Source: an optimization exercise on an open RTL-to-GDS flow (aim: small area and a short achievable clock period). Production flows keep margins and buffers that such runs may drop. The RTL was checked by simulation tests, not by an equivalence proof against the original design.

File: design/flow/config.mk
export PLATFORM = sky130hd
export DESIGN_NAME = sparq_dot8
export DESIGN_NICKNAME = sparq_dot8
export VERILOG_FILES = /design/flow/design.v
export SDC_FILE = /design/flow/constraint.sdc
export NUM_CORES = 4
export LEC_CHECK = 0
export CAP_MARGIN = 20
export CORE_MARGIN = 2
export CORE_UTILIZATION = 40
export PLACE_DENSITY = 0.6
export SLEW_MARGIN = 20
File: design/flow/constraint.sdc
create_clock -name core_clock -period 11.0 [get_ports {clk}]
set_input_delay 2.2000 -clock core_clock [delete_from_list [all_inputs] [get_ports {clk}]]
set_output_delay 2.2000 -clock core_clock [all_outputs]
set_load 0.01 [all_outputs]
File: design/flow/design.v
`timescale 1 ns / 1 ns 
package SPARQ_PKG;
localparam ARRAY_DIMENSION = 8;
localparam IN_BUFFER_SIZE    = 32'h10000;
localparam OUT_BUFFER_SIZE   = 32'h10000;
localparam QSIZE=8;
localparam FSIZE=32;
localparam COMMAND_WIDTH=8;
localparam PE_COMMAND_WIDTH=4;
localparam ACCUM_COMMAND_WIDTH=1;
localparam STATE_WIDTH=4;
localparam BUFFER_READ_LATENCY=2;
typedef struct  packed {
  logic valid;
  logic [COMMAND_WIDTH-1:0] command;
  logic [FSIZE-1:0] data0;
  logic [FSIZE-1:0] data1;
} CommandDataPort;
typedef struct  packed {
  logic [FSIZE-1:0] state0;	 
  logic [FSIZE-1:0] state1;	 
  logic [FSIZE-1:0] state2;	 
  logic [FSIZE-1:0] state3;	 
  logic [FSIZE-1:0] state4;	 
  logic [FSIZE-1:0] state5;	 
  logic [FSIZE-1:0] state6;	 
  logic [FSIZE-1:0] state7;	 
} StatePort;
localparam COMMAND_PE_RESET = 1;
localparam COMMAND_GEMM0 = 2;
localparam COMMAND_GEMM1 = 3;
localparam COMMAND_GEMM2 = 4;
localparam COMMAND_AXI_A_LOAD0 = 5;
localparam COMMAND_AXI_A_LOAD1 = 6;
localparam COMMAND_AXI_A_LOAD2 = 7;
localparam COMMAND_AXI_A_META_LOAD0 = 8;
localparam COMMAND_AXI_A_META_LOAD1 = 9;
localparam COMMAND_AXI_A_META_LOAD2 = 10;
localparam COMMAND_AXI_B_LOAD0 = 11;
localparam COMMAND_AXI_B_LOAD1 = 12;
localparam COMMAND_AXI_B_LOAD2 = 13;
localparam COMMAND_AXI_C_LOAD0 = 14;
localparam COMMAND_AXI_C_LOAD1 = 15;
localparam COMMAND_AXI_C_LOAD2 = 16;
localparam COMMAND_AXI_C_STORE0 = 17;
localparam COMMAND_AXI_C_STORE1 = 18;
localparam COMMAND_AXI_C_STORE2 = 19;
localparam STATE_IDLE = 0;
localparam STATE_WORKING = 1;
localparam PE_COMMAND_IDLE      =  0;
localparam PE_COMMAND_NORMAL    =  1;
localparam PE_COMMAND_RESET     =  3;
localparam PE_COMMAND_LOAD      =  4;
localparam ACCUMULATOR_COMMAND_ACCUM = 1;
localparam ACCUMULATOR_COMMAND_NEW_ACCUM = 0;
localparam MULTIPLIER_DELAY = 4;  
localparam ADDER_DELAY = 6;
localparam EXP_SIZE = 5;
localparam MANT_SIZE = 10;
localparam BIAS = 15;
localparam FLOAT_SIZE = 1 + EXP_SIZE + MANT_SIZE;
localparam INT_SIZE = 4;
localparam META_SIZE = 4;
typedef struct packed {
  logic [PE_COMMAND_WIDTH-1:0] command;
  logic [META_SIZE-1:0] meta;
  logic signed [INT_SIZE-1:0] data;
} PE_A_Input;
typedef struct packed {
  logic [PE_COMMAND_WIDTH-1:0] command;
  logic signed [FLOAT_SIZE-1:0] data;
} PE_B_Input;
typedef struct packed  {
  logic [PE_COMMAND_WIDTH-1:0] command;
  logic phase;
  logic [1:0] id;
  logic signed [FLOAT_SIZE-1:0] data;
} PE_C_Result;
typedef struct packed  {
  logic valid;
  logic phase;
  logic [1:0] id;
  logic [1:0] skip_id;
} PE_C_Inter_Req;
typedef struct packed  {
  logic [1:0] pos_0;
  logic [1:0] pos_1;
} PE_D_Output;
endpackage: SPARQ_PKG
`timescale 1 ns / 1 ns 
import SPARQ_PKG::*;
module FifoBuffer #(
		parameter DATA_SIZE     = FSIZE,
		parameter integer CYCLES        = 2
	) (	
	  input logic	                        clk,	
    input logic   [DATA_SIZE-1:0]       in,
    output logic  [DATA_SIZE-1:0]       out
  );
  typedef struct packed {   
    logic [CYCLES-1:0][DATA_SIZE-1:0] data;
  } Registers;
  Registers reg_current,reg_next;
  always_comb begin
    reg_next = reg_current;
    reg_next.data[0] = in;
    for(int i = 0; i < CYCLES-1; i ++) begin
      reg_next.data[i+1] = reg_current.data[i];
    end
  end
  assign out = reg_current.data[CYCLES-1];
  always @ (posedge clk) begin
    reg_current <= reg_next;
	end
endmodule
`timescale 1 ns / 1 ns 
import SPARQ_PKG::*;
module count_leading_zeros( 
    input [(MANT_SIZE+1+INT_SIZE)-1:0] vector,
    output reg [$clog2(MANT_SIZE+1+INT_SIZE)-1:0] num_zeros
);
  generate
    if (MANT_SIZE == 10 && INT_SIZE == 4) begin
      always @(*) begin
        casez(vector)
          15'b1??????????????: num_zeros = 0;
          15'b01?????????????: num_zeros = 1;
          15'b001????????????: num_zeros = 2;
          15'b0001???????????: num_zeros = 3;
          15'b00001??????????: num_zeros = 4;
          15'b000001?????????: num_zeros = 5;
          15'b0000001????????: num_zeros = 6;
          15'b00000001???????: num_zeros = 7;
          15'b000000001??????: num_zeros = 8;
          15'b0000000001?????: num_zeros = 9;
          15'b00000000001????: num_zeros = 10;
          15'b000000000001???: num_zeros = 11;
          15'b0000000000001??: num_zeros = 12;
          15'b00000000000001?: num_zeros = 13;
          15'b000000000000001: num_zeros = 14;
          15'b000000000000000: num_zeros = 15;
          default: num_zeros = 15;
        endcase
      end
    end      
    else if (MANT_SIZE == 7 && INT_SIZE == 4) begin
      always @(*) begin
        casez(vector)
          12'b1???????????: num_zeros = 0;
          12'b01??????????: num_zeros = 1;
          12'b001?????????: num_zeros = 2;
          12'b0001????????: num_zeros = 3;
          12'b00001???????: num_zeros = 4;
          12'b000001??????: num_zeros = 5;
          12'b0000001?????: num_zeros = 6;
          12'b00000001????: num_zeros = 7;
          12'b000000001???: num_zeros = 8;
          12'b0000000001??: num_zeros = 9;
          12'b00000000001?: num_zeros = 10;
          12'b000000000001: num_zeros = 11;
          12'b000000000000: num_zeros = 12;
          default: num_zeros = 12;
        endcase
      end
    end      
  endgenerate
endmodule
module float_multiplier (
  input [FLOAT_SIZE-1:0] in_A,
  input [INT_SIZE-1:0] in_B,
  output reg [FLOAT_SIZE-1:0] out
);
  logic sign_A, sign_B;
  logic [EXP_SIZE-1:0] exp_A;
  logic signed [EXP_SIZE+1:0] exponent_A;
  logic [MANT_SIZE-1:0] mant_A;
  logic [MANT_SIZE:0] frac_A;
  logic [(MANT_SIZE+1+INT_SIZE)-1:0] frac_mult;
  logic signed [$clog2(INT_SIZE-1)-1:0] exponent_B;
  logic [INT_SIZE-1:0] frac_B;
  /*verilator lint_off UNOPTFLAT*/
  logic [$clog2(MANT_SIZE+1+INT_SIZE)-1:0] frac_mult_lzc;
  /*verilator lint_on UNOPTFLAT*/
  count_leading_zeros count_leading_zeros(frac_mult,frac_mult_lzc);
  logic [(MANT_SIZE+1+INT_SIZE)-1:0] res_frac;
  logic signed [EXP_SIZE+1:0] res_exponent;
  logic [EXP_SIZE-1:0] res_exp;
  logic [MANT_SIZE-1:0] res_mant;
  logic res_sign;
  logic signed [EXP_SIZE-1:0] shift_amount;
  always_comb begin
    sign_A = in_A[EXP_SIZE+MANT_SIZE];
    exp_A = in_A[EXP_SIZE+MANT_SIZE-1:MANT_SIZE];
    mant_A = in_A[MANT_SIZE-1:0];
    if (exp_A == '0) begin   
      frac_A = {1'b0,mant_A};
      exponent_A = - (BIAS-1);
    end
    else begin   
      frac_A = {1'b1,mant_A};
      exponent_A = exp_A - BIAS;
    end
    sign_B = in_B[INT_SIZE-1];
    exponent_B = INT_SIZE-1;
    frac_B = {1'b0,in_B[INT_SIZE-2:0]};
    if (sign_B == 1'b1) begin
      frac_B = ~in_B + 1'b1;
    end
    frac_mult = frac_A * frac_B;   
    res_exponent = exponent_A + exponent_B - (frac_mult_lzc - 1);
    if (frac_mult_lzc == (MANT_SIZE+1+INT_SIZE)) begin  
      res_exp = 0;
      shift_amount = 0;
      res_frac = 0;
      res_mant = 0;
    end    
    else if(res_exponent >= -(BIAS-1) ) begin  
      res_exp = res_exponent + BIAS;
      shift_amount = frac_mult_lzc;
      res_frac = frac_mult << shift_amount;
      res_mant = res_frac[(MANT_SIZE+1+INT_SIZE)-2:INT_SIZE];
    end
    else begin   
      res_exp = 0;
      shift_amount = (res_exponent + (BIAS -1 ) + frac_mult_lzc);
      if (shift_amount >= 0)
        res_frac = frac_mult << shift_amount;
      else
        res_frac = frac_mult >> -shift_amount;
      res_mant = res_frac[(MANT_SIZE+1+INT_SIZE)-2:INT_SIZE];
    end
    res_sign = sign_A ^ sign_B;
    out = {res_sign,res_exp,res_mant};
  end
endmodule
module fsize_multiplier (		
    input logic	                  aclk,	
    input logic                   s_axis_a_tvalid,
    input logic [FLOAT_SIZE-1:0]  s_axis_a_tdata,
    input logic                   s_axis_b_tvalid,
    input logic [INT_SIZE-1:0]    s_axis_b_tdata,
    output logic                  m_axis_result_tvalid,
    output logic [FLOAT_SIZE-1:0] m_axis_result_tdata
  );
  logic [FLOAT_SIZE-1:0] multiplier_result;
  float_multiplier float_multiplier(s_axis_a_tdata,s_axis_b_tdata,multiplier_result);
  FifoBuffer #(.DATA_SIZE(1), .CYCLES(MULTIPLIER_DELAY)) valid_fifo (.clk(aclk), .in(s_axis_a_tvalid), .out(m_axis_result_tvalid) );
  FifoBuffer #(.DATA_SIZE(FLOAT_SIZE), .CYCLES(MULTIPLIER_DELAY)) out_fifo (.clk(aclk), .in(multiplier_result), .out(m_axis_result_tdata) );
endmodule
`timescale 1 ns / 1 ns 
import SPARQ_PKG::*;
module count_leading_zeros_add(
    input [MANT_SIZE+1:0] vector,
    output reg [$clog2(MANT_SIZE+1)-1:0] num_zeros
);
  generate
    if (MANT_SIZE == 23) begin
      always @(*) begin
          casez(vector)
              25'b1????????????????????????: num_zeros = 0;
              25'b01???????????????????????: num_zeros = 1;
              25'b001??????????????????????: num_zeros = 2;
              25'b0001?????????????????????: num_zeros = 3;
              25'b00001????????????????????: num_zeros = 4;
              25'b000001???????????????????: num_zeros = 5;
              25'b0000001??????????????????: num_zeros = 6;
              25'b00000001?????????????????: num_zeros = 7;
              25'b000000001????????????????: num_zeros = 8;
              25'b0000000001???????????????: num_zeros = 9;
              25'b00000000001??????????????: num_zeros = 10;
              25'b000000000001?????????????: num_zeros = 11;
              25'b0000000000001????????????: num_zeros = 12;
              25'b00000000000001???????????: num_zeros = 13;
              25'b000000000000001??????????: num_zeros = 14;
              25'b0000000000000001?????????: num_zeros = 15;
              25'b00000000000000001????????: num_zeros = 16;
              25'b000000000000000001???????: num_zeros = 17;
              25'b0000000000000000001??????: num_zeros = 18;
              25'b00000000000000000001?????: num_zeros = 19;
              25'b000000000000000000001????: num_zeros = 20;
              25'b0000000000000000000001???: num_zeros = 21;
              25'b00000000000000000000001??: num_zeros = 22;
              25'b000000000000000000000001?: num_zeros = 23;
              25'b0000000000000000000000001: num_zeros = 24;
              25'b0000000000000000000000000: num_zeros = 25;
              default: num_zeros = 25;
          endcase
      end
    end
    else if (MANT_SIZE == 10) begin
      always @(*) begin
          casez(vector)
              12'b1???????????: num_zeros = 0;
              12'b01??????????: num_zeros = 1;
              12'b001?????????: num_zeros = 2;
              12'b0001????????: num_zeros = 3;
              12'b00001???????: num_zeros = 4;
              12'b000001??????: num_zeros = 5;
              12'b0000001?????: num_zeros = 6;
              12'b00000001????: num_zeros = 7;
              12'b000000001???: num_zeros = 8;
              12'b0000000001??: num_zeros = 9;
              12'b00000000001?: num_zeros = 10;
              12'b000000000001: num_zeros = 11;
              12'b000000000000: num_zeros = 12;
              default: num_zeros = 12;
          endcase
      end
    end
    else if (MANT_SIZE == 7) begin
      always @(*) begin
          casez(vector)
              9'b1????????: num_zeros = 0;
              9'b01???????: num_zeros = 1;
              9'b001??????: num_zeros = 2;
              9'b0001?????: num_zeros = 3;
              9'b00001????: num_zeros = 4;
              9'b000001???: num_zeros = 5;
              9'b0000001??: num_zeros = 6;
              9'b00000001?: num_zeros = 7;
              9'b000000001: num_zeros = 8;
              9'b000000000: num_zeros = 9;
              default: num_zeros = 9;
          endcase
      end
    end
  endgenerate
endmodule
module float_adder (
  input [FLOAT_SIZE-1:0] in_A,
  input [FLOAT_SIZE-1:0] in_B,
  output reg [FLOAT_SIZE-1:0] out
);
  logic sign_A, sign_B;
  logic [EXP_SIZE-1:0] exp_A, exp_B;
  logic signed [EXP_SIZE:0] exponent_A, exponent_B;
  logic [MANT_SIZE-1:0] mant_A, mant_B;
  logic [MANT_SIZE:0] frac_A, frac_B;
  logic is_A_larger;
  logic [EXP_SIZE-1:0] exp_diff;  
  logic [MANT_SIZE+1:0] frac_add;
  /*verilator lint_off UNOPTFLAT*/
  logic [$clog2(MANT_SIZE+1)-1:0] frac_add_lzc;
  /*verilator lint_on UNOPTFLAT*/
  count_leading_zeros_add count_leading_zeros_add(frac_add,frac_add_lzc);
  logic signed [EXP_SIZE:0] res_exponent;
  logic [MANT_SIZE+1:0] res_frac;
  logic [EXP_SIZE-1:0] res_exp;
  logic [MANT_SIZE-1:0] res_mant;
  logic res_sign;
  logic signed [EXP_SIZE-1:0] shift_amount;
  always_comb begin
    res_exponent = '0;   
    sign_A = in_A[EXP_SIZE+MANT_SIZE];
    sign_B = in_B[EXP_SIZE+MANT_SIZE];
    exp_A = in_A[EXP_SIZE+MANT_SIZE-1:MANT_SIZE];
    exp_B = in_B[EXP_SIZE+MANT_SIZE-1:MANT_SIZE];
    mant_A = in_A[MANT_SIZE-1:0];
    mant_B = in_B[MANT_SIZE-1:0];
    if (exp_A == '0) begin   
      frac_A = {1'b0,mant_A};
      exponent_A = - (BIAS-1);
    end
    else begin   
      frac_A = {1'b1,mant_A};
      exponent_A = exp_A - BIAS;
    end
    if (exp_B == '0) begin   
      frac_B = {1'b0,mant_B};
      exponent_B = - (BIAS-1);
    end
    else begin   
      frac_B = {1'b1,mant_B};
      exponent_B = exp_B - BIAS;
    end
    if( exponent_A > exponent_B ) begin
      is_A_larger = 1;
    end
    else if( exponent_A < exponent_B ) begin
      is_A_larger = 0;
    end
    else begin
      if( frac_A >= frac_B ) begin
        is_A_larger = 1;
      end
      else begin
        is_A_larger = 0;
      end
    end
    if(is_A_larger) begin
      exp_diff = exponent_A - exponent_B;
      frac_B = frac_B >> exp_diff;
    end
    else begin
      exp_diff = exponent_B - exponent_A;
      frac_A = frac_A >> exp_diff;
    end
    if (sign_A == sign_B) begin
      res_sign = sign_A;
      frac_add = frac_A + frac_B;  
    end
    else begin
      if(is_A_larger) begin
        res_sign = sign_A;
        frac_add = frac_A - frac_B;  
      end
      else begin
        res_sign = sign_B;
        frac_add = frac_B - frac_A;  
      end
    end
    if (frac_add_lzc == MANT_SIZE+2) begin   
      res_exp = '0;
      shift_amount = 0;
    end
    else begin
      if (is_A_larger) begin
        res_exponent = exponent_A - (frac_add_lzc -1);
      end
      else begin
        res_exponent = exponent_B - (frac_add_lzc -1);
      end
      if ( res_exponent >= -(BIAS -1) ) begin  
        res_exp = res_exponent + BIAS;
        shift_amount = frac_add_lzc;            
      end
      else begin   
        res_exp = 0;
        shift_amount = res_exponent + (BIAS-1) +  frac_add_lzc;            
      end
    end
    if (shift_amount >= 0)
      res_frac = frac_add << shift_amount;
    else
      res_frac = frac_add >> -shift_amount;
    res_mant = res_frac[MANT_SIZE:1];
    out = {res_sign,res_exp,res_mant};
  end
endmodule
module fsize_adder (		
    input logic	                  aclk,	
    input logic                   s_axis_a_tvalid,
    input logic [FLOAT_SIZE-1:0]  s_axis_a_tdata,
    input logic                   s_axis_b_tvalid,
    input logic [FLOAT_SIZE-1:0]  s_axis_b_tdata,
    output logic                  m_axis_result_tvalid,
    output logic [FLOAT_SIZE-1:0] m_axis_result_tdata
  );
  logic [FLOAT_SIZE-1:0] adder_result;
  float_adder float_adder(s_axis_a_tdata,s_axis_b_tdata,adder_result);
  FifoBuffer #(.DATA_SIZE(1), .CYCLES(ADDER_DELAY)) valid_fifo (.clk(aclk), .in(s_axis_a_tvalid), .out(m_axis_result_tvalid) );
  FifoBuffer #(.DATA_SIZE(FLOAT_SIZE), .CYCLES(ADDER_DELAY)) out_fifo (.clk(aclk), .in(adder_result), .out(m_axis_result_tdata) );
endmodule
`timescale 1 ns / 1 ns
import SPARQ_PKG::*;
module sparq_dot8 (
  input  logic                                 clk,
  input  logic                                 rstn,
  input  logic                                 w_load,
  input  logic [ARRAY_DIMENSION*FLOAT_SIZE-1:0] w_data,
  input  logic                                 in_valid,
  input  logic [ARRAY_DIMENSION*INT_SIZE-1:0]   in_act,
  input  logic [FLOAT_SIZE-1:0]                in_acc,
  output logic                                 out_valid,
  output logic [FLOAT_SIZE-1:0]                out_data
);
  localparam STAGE_DELAY = 1 + ADDER_DELAY + 1;
  localparam TOTAL_DELAY = 1 + MULTIPLIER_DELAY + ARRAY_DIMENSION*STAGE_DELAY;
  logic [FLOAT_SIZE-1:0] weight [0:ARRAY_DIMENSION-1];
  always @ (posedge clk) begin
    if (w_load) begin
      for (int i = 0; i < ARRAY_DIMENSION; i++)
        weight[i] <= w_data[FLOAT_SIZE*i +: FLOAT_SIZE];
    end
  end
  logic [ARRAY_DIMENSION*INT_SIZE-1:0] in_act_buf;
  logic [FLOAT_SIZE-1:0]               in_acc_buf;
  always @ (posedge clk) begin
    in_act_buf <= in_act;
    in_acc_buf <= in_acc;
  end
  logic [FLOAT_SIZE-1:0] psum [0:ARRAY_DIMENSION];
  FifoBuffer #(.DATA_SIZE(FLOAT_SIZE), .CYCLES(MULTIPLIER_DELAY)) acc_skew (.clk(clk), .in(in_acc_buf), .out(psum[0]));
  genvar gi;
  generate
    for (gi = 0; gi < ARRAY_DIMENSION; gi++) begin : pe_col
      logic [INT_SIZE-1:0] act;
      if (gi == 0) begin : no_skew
        assign act = in_act_buf[INT_SIZE*gi +: INT_SIZE];
      end
      else begin : skew
        FifoBuffer #(.DATA_SIZE(INT_SIZE), .CYCLES(gi*STAGE_DELAY)) act_skew (.clk(clk), .in(in_act_buf[INT_SIZE*gi +: INT_SIZE]), .out(act));
      end
      logic                  mult_valid_next;
      logic [FLOAT_SIZE-1:0] mult_out_next;
      logic [FLOAT_SIZE-1:0] mult_out;
      fsize_multiplier multiplier (
        .aclk(clk),
        .s_axis_a_tvalid(1'b1),
        .s_axis_a_tdata(weight[gi]),
        .s_axis_b_tvalid(1'b1),
        .s_axis_b_tdata(act),
        .m_axis_result_tvalid(mult_valid_next),
        .m_axis_result_tdata(mult_out_next)
      );
      logic [FLOAT_SIZE-1:0] psum_in_buf;
      logic                  add_valid_next;
      logic [FLOAT_SIZE-1:0] add_out_next;
      logic [FLOAT_SIZE-1:0] add_out;
      fsize_adder adder (
        .aclk(clk),
        .s_axis_a_tvalid(1'b1),
        .s_axis_a_tdata(mult_out),
        .s_axis_b_tvalid(1'b1),
        .s_axis_b_tdata(psum_in_buf),
        .m_axis_result_tvalid(add_valid_next),
        .m_axis_result_tdata(add_out_next)
      );
      always @ (posedge clk) begin
        mult_out    <= mult_out_next;
        psum_in_buf <= psum[gi];
        add_out     <= add_out_next;
      end
      assign psum[gi+1] = add_out;
    end
  endgenerate
  logic [TOTAL_DELAY-1:0] valid_pipe;
  always @ (posedge clk) begin
    if (!rstn) valid_pipe <= '0;
    else       valid_pipe <= {valid_pipe[TOTAL_DELAY-2:0], in_valid};
  end
  assign out_valid = valid_pipe[TOTAL_DELAY-1];
  assign out_data  = psum[ARRAY_DIMENSION];
endmodule
File: design/flow/run.sh
#!/bin/bash
# synth_recipe.tcl (not shown) runs the flow's synth.tcl, then flattens the netlist and writes it again
# the make line also repeats each setting of config.mk as NAME=value (left out here)
make -C /OpenROAD-flow-scripts/flow DESIGN_CONFIG=/design/flow/config.mk WORK_HOME=/design/flow/orfs CLKGATE_MAP_FILE= SYNTH_SCRIPT=/design/flow/synth_recipe.tcl finish
==> flow_summary_export.csv <==
group,metric,value,unit
run,maxCapViolCount,0,
floorplanning,dieArea,0.328,mm2
placement,dpl_cell_area,0.138,mm2
finish,drive_gt1_frac,0.0996,
synth,synth_adder_area_share,0.123,
timing,slew_viol_final,0,
synth,synth_compound_area_frac,0.151,
timing,min_period,10.36,ns
finish,final_nets,15000,
global_routing,overflow,0,
finish,fin_util,0.462,
cts,clockRootBuffer,"clkbuf_16",
critical_path,max_stage_delay,0.68,ns
hold_path,hp-class,"flip-flop to flip-flop",
synth,yosysTopAreaCell,"dfxtp_1",
synth,muxShareOfSynthArea,0.0536,
detailed_routing,vias,93800,
global_routing,grt_pass1_wl,476000,um
cts,clock_path_buffers,4,
synth,yosysWarnings,20,
cts,numCtsBuffers,288,
cts,path_clk_slew,0.06,ns
cts,insertion_delay,0.90,ns
floorplanning,ios,197,
hold_path,hold_depth,0,
synth,yosysMostFrequentCell,"dfxtp_1",
synth,ys_top_cells_by_count,"dfxtp_1, nand2_1, inv_1",
synth,async_flop_share,0,
timing,whs,0.267,ns
synth,synth_top_area_share,0.424,
synth,synth_edf_count,128,
synth,yosys.area_share.simple,0.140,
synth,netlist_area,0.130,mm2
floorplanning,die_w,573,um
critical_path,cp_num_buf_inv,7,
floorplanning,core,0.322,mm2
placement,pre_cts_ws,0.183,ns
critical_path,worstPathRequired,11.78,ns
critical_path,critPathKind,"flip-flop to flip-flop",
detailed_routing,drcViolationCount,0,
synth,synth_area_per_cell,9.80,um2
global_routing,antenna_found_initial,25,
finish,synthToLayoutAreaGrowth,14.7,%
critical_path,cpMostUsedCell,"buf_4",
timing,setup_violations,0,
timing,finalHoldViolCount,0,
placement,portBuffers,196,
detailed_routing,antenna_left,0,
global_routing,grt_start_max_net_pins,85,
outcome,status,"timing/DRC/antenna clean",
detailed_routing,wl_per_cell,16.2,um
placement,place.gp.congestion,0.923,
critical_path,critical_path.startpoint_type,"flip-flop",
detailed_routing,firstDrtPassIters,6,
floorplanning,num_rows,208,
timing,period_share,0.942,
critical_path,crit_fanout,23,
floorplanning,die_y,573,um
timing,relSlewSlack,0.324,
global_routing,track_usage,0.173,
cts,cts_tree,"built",
critical_path,worst-path-stages,42,
global_routing,grt_pass1_vias,89300,
synth,synth_cell_type_count,155,
synth,synth_nets,14500,
critical_path,r2r_cells,42,
synth,synth_area_leaders,"dfxtp_1, ha_1, mux2i_1",
critical_path,end_kind,"flip-flop",
timing,skew,0.0675,ns
synth,ys_seq_elements,2869,
synth,synth_xor_area_frac,0.0353,
critical_path,cpLargestDelayFamily,"compound AO/OA/AOI/OAI gates",
finish,finish.instance_area,0.149,mm2
floorplanning,start_util,0.403,
detailed_routing,first_iter_violations,6730,
synth,syn_inst,13200,
timing,fmaxAchievable,0.0965,GHz
critical_path,critPathSlowestCell,"or4b_2",
cts,cts_hold_buf,0,
synth,synth_ff_type,"dfxtp_1",
detailed_routing,wl,295000,um
synth,yosysSeqAreaShare,0.453,
cts,clock-sinks,2869,
critical_path,worst_ep_arrival_time,11.14,ns
placement,post-dp-hpwl,222000,um
timing,worst_pin_slew,1.01,ns
detailed_routing,vias_per_cell,5.15,
cts,htree_levels,5,
timing,setup_ws,0.639,ns
synth,synth_top_family_by_area,"compound AO/OA/AOI/OAI gates",
==> cell families after synthesis <==
family                     Yosys count
DFF                               2869
AOI/OAI and AO/OA                 2952
and+or+nand+nor                   3647
buffers and inverters             1442
adders and majority gates         1151
xor gates and xnor gates           515
muxes                              637
==> final cells by class <==
| cell class | instances | area (um2) |
|---|---|---|
| clock inverters | 130 | 1670 |
| inverters | 977 | 3680 |
| well taps | 4305 | 5390 |
| flip-flops and latches | 2869 | 58700 |
| diodes | 7 | 17.5 |
| multi-input cells | 8902 | 65600 |
| clock buffers | 397 | 8160 |
| repair buffers | 636 | 5340 |
| fillers | 30600 | 173000 |
==> layout by cell type (no fill, tap or decap), types with 201 or more instances in the layout <==
cell	instances
and2_1	293
fa_1	201
nand2_1	966
o21ai_0	604
mux2i_1	492
buf_4	433
ha_1	917
xnor2_1	277
clkbuf_16	292
nor3_1	283
a21oi_1	778
xor2_1	215
nor2b_1	251
nand3_1	264
inv_1	941
dfxtp_1	2741
nor2_1	897
==> flip-flops by register name, indices dropped and copies added (netlist names), 64 cells and up <==
register / cells
acc_skew.reg_current: 64
pe_col.mult_out: 128
weight: 128
pe_col.multiplier.out_fifo.reg_current: 512
pe_col.skew.act_skew.reg_current: 896
pe_col.psum_in_buf: 128
pe_col.adder.out_fifo.reg_current: 768
pe_col.add_out: 128
valid_pipe: 69
==> final timing paths <==
path / from / to / slack, ns
hold / removal: pe_col[3].adder.out_fifo.reg_current[72] / pe_col[3].adder.out_fifo.reg_current[88] / 0.27
setup / recovery: pe_col[5].psum_in_buf[10] / pe_col[5].adder.out_fifo.reg_current[6] / 0.64
setup reg to reg: pe_col[5].psum_in_buf[10] / pe_col[5].adder.out_fifo.reg_current[6] / 0.64
hold reg to reg: pe_col[3].adder.out_fifo.reg_current[72] / pe_col[3].adder.out_fifo.reg_current[88] / 0.27
==> repair_timing <==
item / in CTS / in global routing
hold endpoints to repair: 0 / 0
setup endpoints to repair: 0 / 86
setup buffers: 0 / 14
gates resized for setup: 0 / 89
==> through the flow <==
step	setup TNS, ns	instances
after floorplan	0	13200
after detailed placement	0	17700
final	0	18200
after global routing	-0.203	18200
after global placement	0	17700
after CTS	0	18200
==> metal layers <==
| metal | up-vias | wire length (um) | track usage |
|---|---|---|---|
| li1 | 47000 | - | - |
| met1 | 43800 | 141000 | 0.242 |
| met5 | - | 149 | 0 |
| met4 | 24 | 8140 | 0.0525 |
| met2 | 2346 | 130000 | 0.276 |
| met3 | 517 | 15600 | 0.0249 |

## port drivers added, routing unchanged
The results above use ideal ports. As a check the final layout listed here was re-extracted and re-timed, cells and wires unchanged. Step 1 sets driving cells, clkbuf_16 on the clock port and buf_2 on the other inputs (assumed; they add their load-dependent delay and slew). Step 2 also shifts input and output timing later by t, the mid clock arrival at the registers, as if the neighbouring blocks saw the same clock. a / b / c = no drivers / after step 1 / after step 2; a / b = the first two.
t, ns: 0.974
slack for setup (ns): 0.639 / 0.639 / 0.639
clock arrival spread, ns: 0.081 / 0.081
worst slew at a driven data input, ns: 0.15
After both steps this run still meets setup and hold. For this run, drivers alone change the setup slack by 0.000 ns; drivers and shift together by 0.000 ns.
